Background: an optimization exercise with open tools, aiming at a short achievable clock period and few clock cycles. Do not read the settings as production practice. In this exercise RTL edits were held to simulation tests only and were not proved equivalent to the original. No activity file was given, so power comes from the tool's default toggle rates.

Design ARMLEG, start of the top module:
module ARMLEG (
	input CLOCK,
	input RESET,
	output [63:0] imem_addr,
	input [31:0] imem_data,
	output [63:0] dmem_addr,
	output [63:0] dmem_wdata,
	output dmem_we,
	output dmem_re,
	input [63:0] dmem_rdata
);
	integer i;
	reg [9:0] pc;
	reg d_valid;
	reg d_isLD, d_isST, d_add, d_sub, d_and, d_orr, d_cbz, d_wr;
	reg [4:0] d_rd;
	reg [63:0] d_vn, d_vb;          
	reg d_xa, d_wa, d_w2a, d_ra;    
	reg d_xb, d_wb, d_w2b, d_rb;    
	reg d_xa_add, d_xa_and, d_xa_orr, d_xa_ld;    
	reg d_xb_add, d_xb_and, d_xb_orr, d_xb_ld, d_xb_addp, d_xb_addn;
	reg [8:0] d_imm;
	reg [9:0] d_tgt;
	reg x_isLD, x_isST, x_add, x_and, x_orr, x_sub, x_wr;
	reg [4:0] x_rd;
	reg [63:0] x_a, x_b, x_bi, x_addr;
	reg w_wr, w2_wr;
	reg [4:0] w_rd, w2_rd;
	reg [63:0] w_res, w2_res;
	reg w_z;
	reg [63:0] rf [0:30];
	reg [30:0] zf;
	wire [63:0] x_sum, x_sumn;
	Adder alu_add (.a(x_a), .b(x_bi), .cin(x_sub), .sum(x_sum), .sumn(x_sumn));
	wire [63:0] x_andv = x_a & x_b;
	wire [63:0] x_orv = x_a | x_b;
	wire [63:0] x_out = ({64{x_isLD}} & dmem_rdata) | ({64{x_and}} & x_andv) |
	                    ({64{x_orr}} & x_orv) | ({64{x_add}} & x_sum);
	wire x_zalu, rdata_nz;
	ALUControl zt_alu (.a(x_a), .b(x_bi), .braw(x_b), .cin(x_sub), .add(x_add), .and_(x_and), .orr(x_orr), .z(x_zalu));
	SignExtend zt_ld (.v(dmem_rdata), .nz(rdata_nz));
	wire x_z = x_zalu | (x_isLD & ~rdata_nz);
	assign dmem_addr = x_addr;
	assign dmem_wdata = x_b;
	assign dmem_we = x_isST;
	assign dmem_re = x_isLD;
	wire [63:0] va = ({64{d_wa}} & w_res) | ({64{d_w2a}} & w2_res) | ({64{d_ra}} & d_vn);
	wire [63:0] vb = ({64{d_wb}} & w_res) | ({64{d_w2b}} & w2_res) | ({64{d_rb}} & d_vb);
	wire [63:0] sub64 = {64{d_sub}};
	wire [63:0] opa = ({64{d_xa_add}} & x_sum) | ({64{d_xa_and}} & x_andv) |
	                  ({64{d_xa_orr}} & x_orv) | ({64{d_xa_ld}} & dmem_rdata) | ({64{~d_xa}} & va);
	wire [63:0] opb_early = ({64{d_xb_and}} & x_andv) | ({64{d_xb_orr}} & x_orv) |
	                        ({64{d_xb_ld}} & dmem_rdata) | ({64{~d_xb}} & vb);
	wire [63:0] opbi_early = ({64{d_xb_and}} & (x_andv ^ sub64)) | ({64{d_xb_orr}} & (x_orv ^ sub64)) |
  ...
For scale: roughly 12000 cells after synthesis, roughly 140000 um^2 of cells after synthesis.
clock: 8.0 ns
lec_check: 0
cap_margin: 20
core_margin: 2
core_utilization: 40
gpl_timing_driven: 1
setup_slack_margin: 5
slew_margin: 20
synth_hierarchical: 1
run.sh (not shown) runs the stock make flow with config.mk's settings and CLKGATE_MAP_FILE= SYNTH_SCRIPT=/design/flow/synth_recipe.tcl, a recipe that flattens the netlist after the stock synthesis.
Testbench counts at the start, summed over its fixed seeds: cycles 121,474.
Edit:
--- a/flow/design.v
+++ b/flow/design.v
@@ -247,21 +247,18 @@
 	wire [63:0] opb_early = ({64{d_xb_and}} & x_andv) | ({64{d_xb_orr}} & x_orv) |
 	                        ({64{d_xb_ld}} & dmem_rdata) | ({64{~d_xb}} & vb);
 	wire [63:0] opbi_early = ({64{d_xb_and}} & (x_andv ^ sub64)) | ({64{d_xb_orr}} & (x_orv ^ sub64)) |
 	                         ({64{d_xb_ld}} & (dmem_rdata ^ sub64)) | ({64{~d_xb}} & (vb ^ sub64));
 	wire [63:0] opb = opb_early | ({64{d_xb_add}} & x_sum);
 	wire [63:0] opbi = opbi_early | ({64{d_xb_addp}} & x_sum) | ({64{d_xb_addn}} & x_sumn);
 	wire [63:0] addr;
 	ALU agu (.base(va), .imm(d_imm), .addr(addr));
 	wire redirect = d_valid & d_cbz & x_z;
-	wire d_zv;
-	ALUControl zt_d (.a(va), .b(vb ^ {64{d_sub}}), .braw(vb), .cin(d_sub), .add(d_add), .and_(d_and), .orr(d_orr), .z(d_zv));
-	wire d_zok = ~d_xa & ~d_xb & (d_add | d_and | d_orr);
 	assign imem_addr = {52'b0, pc, 2'b00};
 	wire [31:0] inst = imem_data;
 	wire [10:0] op11 = inst[31:21];
 	wire f_isB   = inst[31:26] == 6'b000101;
 	wire f_isCBZ = inst[31:24] == 8'hB4;
 	wire f_isADD = op11 == 11'h458;
 	wire f_isSUB = op11 == 11'h658;
 	wire f_isAND = op11 == 11'h450;
 	wire f_isORR = op11 == 11'h550;
@@ -289,20 +286,20 @@
 	wire f_w2a = w_wr & (w_rd == f_rn);
 	wire f_xb = dwr & (d_rd == f_rb);
 	wire f_wb = x_wr & (x_rd == f_rb);
 	wire f_w2b = w_wr & (w_rd == f_rb);
 	wire f_xt = dwr & (d_rd == f_rt);
 	wire f_wt = x_wr & (x_rd == f_rt);
 	wire f_w2t = w_wr & (w_rd == f_rt);
 	wire zf_rt = (f_rt == 5'd31) | zf[f_rt];
 	wire f_zt = f_wt ? x_z : f_w2t ? w_z : zf_rt;
-	wire f_cbzD = f_isCBZ & ~f_rt31 & f_xt & ~d_zok;    
-	wire f_take = f_isB | (f_isCBZ & (f_rt31 | (f_xt ? (d_zok & d_zv) : f_zt)));
+	wire f_cbzD = f_isCBZ & ~f_rt31 & f_xt;    
+	wire f_take = f_isB | (f_isCBZ & (f_rt31 | (~f_xt & f_zt)));
 	wire stall = (f_isLD | f_isST) & f_xa;
 	wire [9:0] f_tgtB, f_tgtC;
 	ProgramCounter add_b (.a(pc), .b(inst[9:0]), .sum(f_tgtB));
 	ProgramCounter add_c (.a(pc), .b(inst[14:5]), .sum(f_tgtC));
 	wire [9:0] f_seq = pc + 10'd1;
 	always @(posedge CLOCK) begin
 		if (RESET)
 			pc <= 10'd0;
 		else if (redirect)
The new run completed with no timing, DRC or antenna violations.
Cell area fell by 4.2%.
Worst setup slack gets better by 0.84 ns.
Sequential share of layout area rose by 1.9 points.
Area after synthesis fell by about 2.6%.
Synthesized cell count fell by about 5.6%.
Critical path depth stays the same.
Count of clock-buffer cells in the layout fell by 6.
Combinational power rose by about 5.6%.
Register-to-register slack gets better by 0.84 ns.
Testbench counts after the change, summed over its fixed seeds: cycles 124,386.

[static timing again, ports no longer ideal]
No port has a modelled driver above. Below, the same layouts with a new extraction and two added sets of constraints. Step 1 sets driving cells, clkbuf_16 on the clock port and buf_2 on the other inputs (assumed; they add their load-dependent delay and slew). Step 2, shift: input delay + t, output delay - t, t = (earliest + latest rising clock arrival at the registers) / 2. This alone moves slack from input paths to output paths. Three values: ideal ports, drivers, drivers and shift; two values: the first two.
run | t, ns | setup slack, ns | clock arrival spread, ns
the first run | 1.034 | 3.787 / 3.787 / 3.152 | 0.078 / 0.077
the second run | 1.034 | 4.625 / 4.625 / 3.603 | 0.079 / 0.079
After both steps every run listed still meets setup and hold. The setup slack of the second run, which loses most, moves by 0.000 ns with the drivers and by -1.022 ns with both steps.
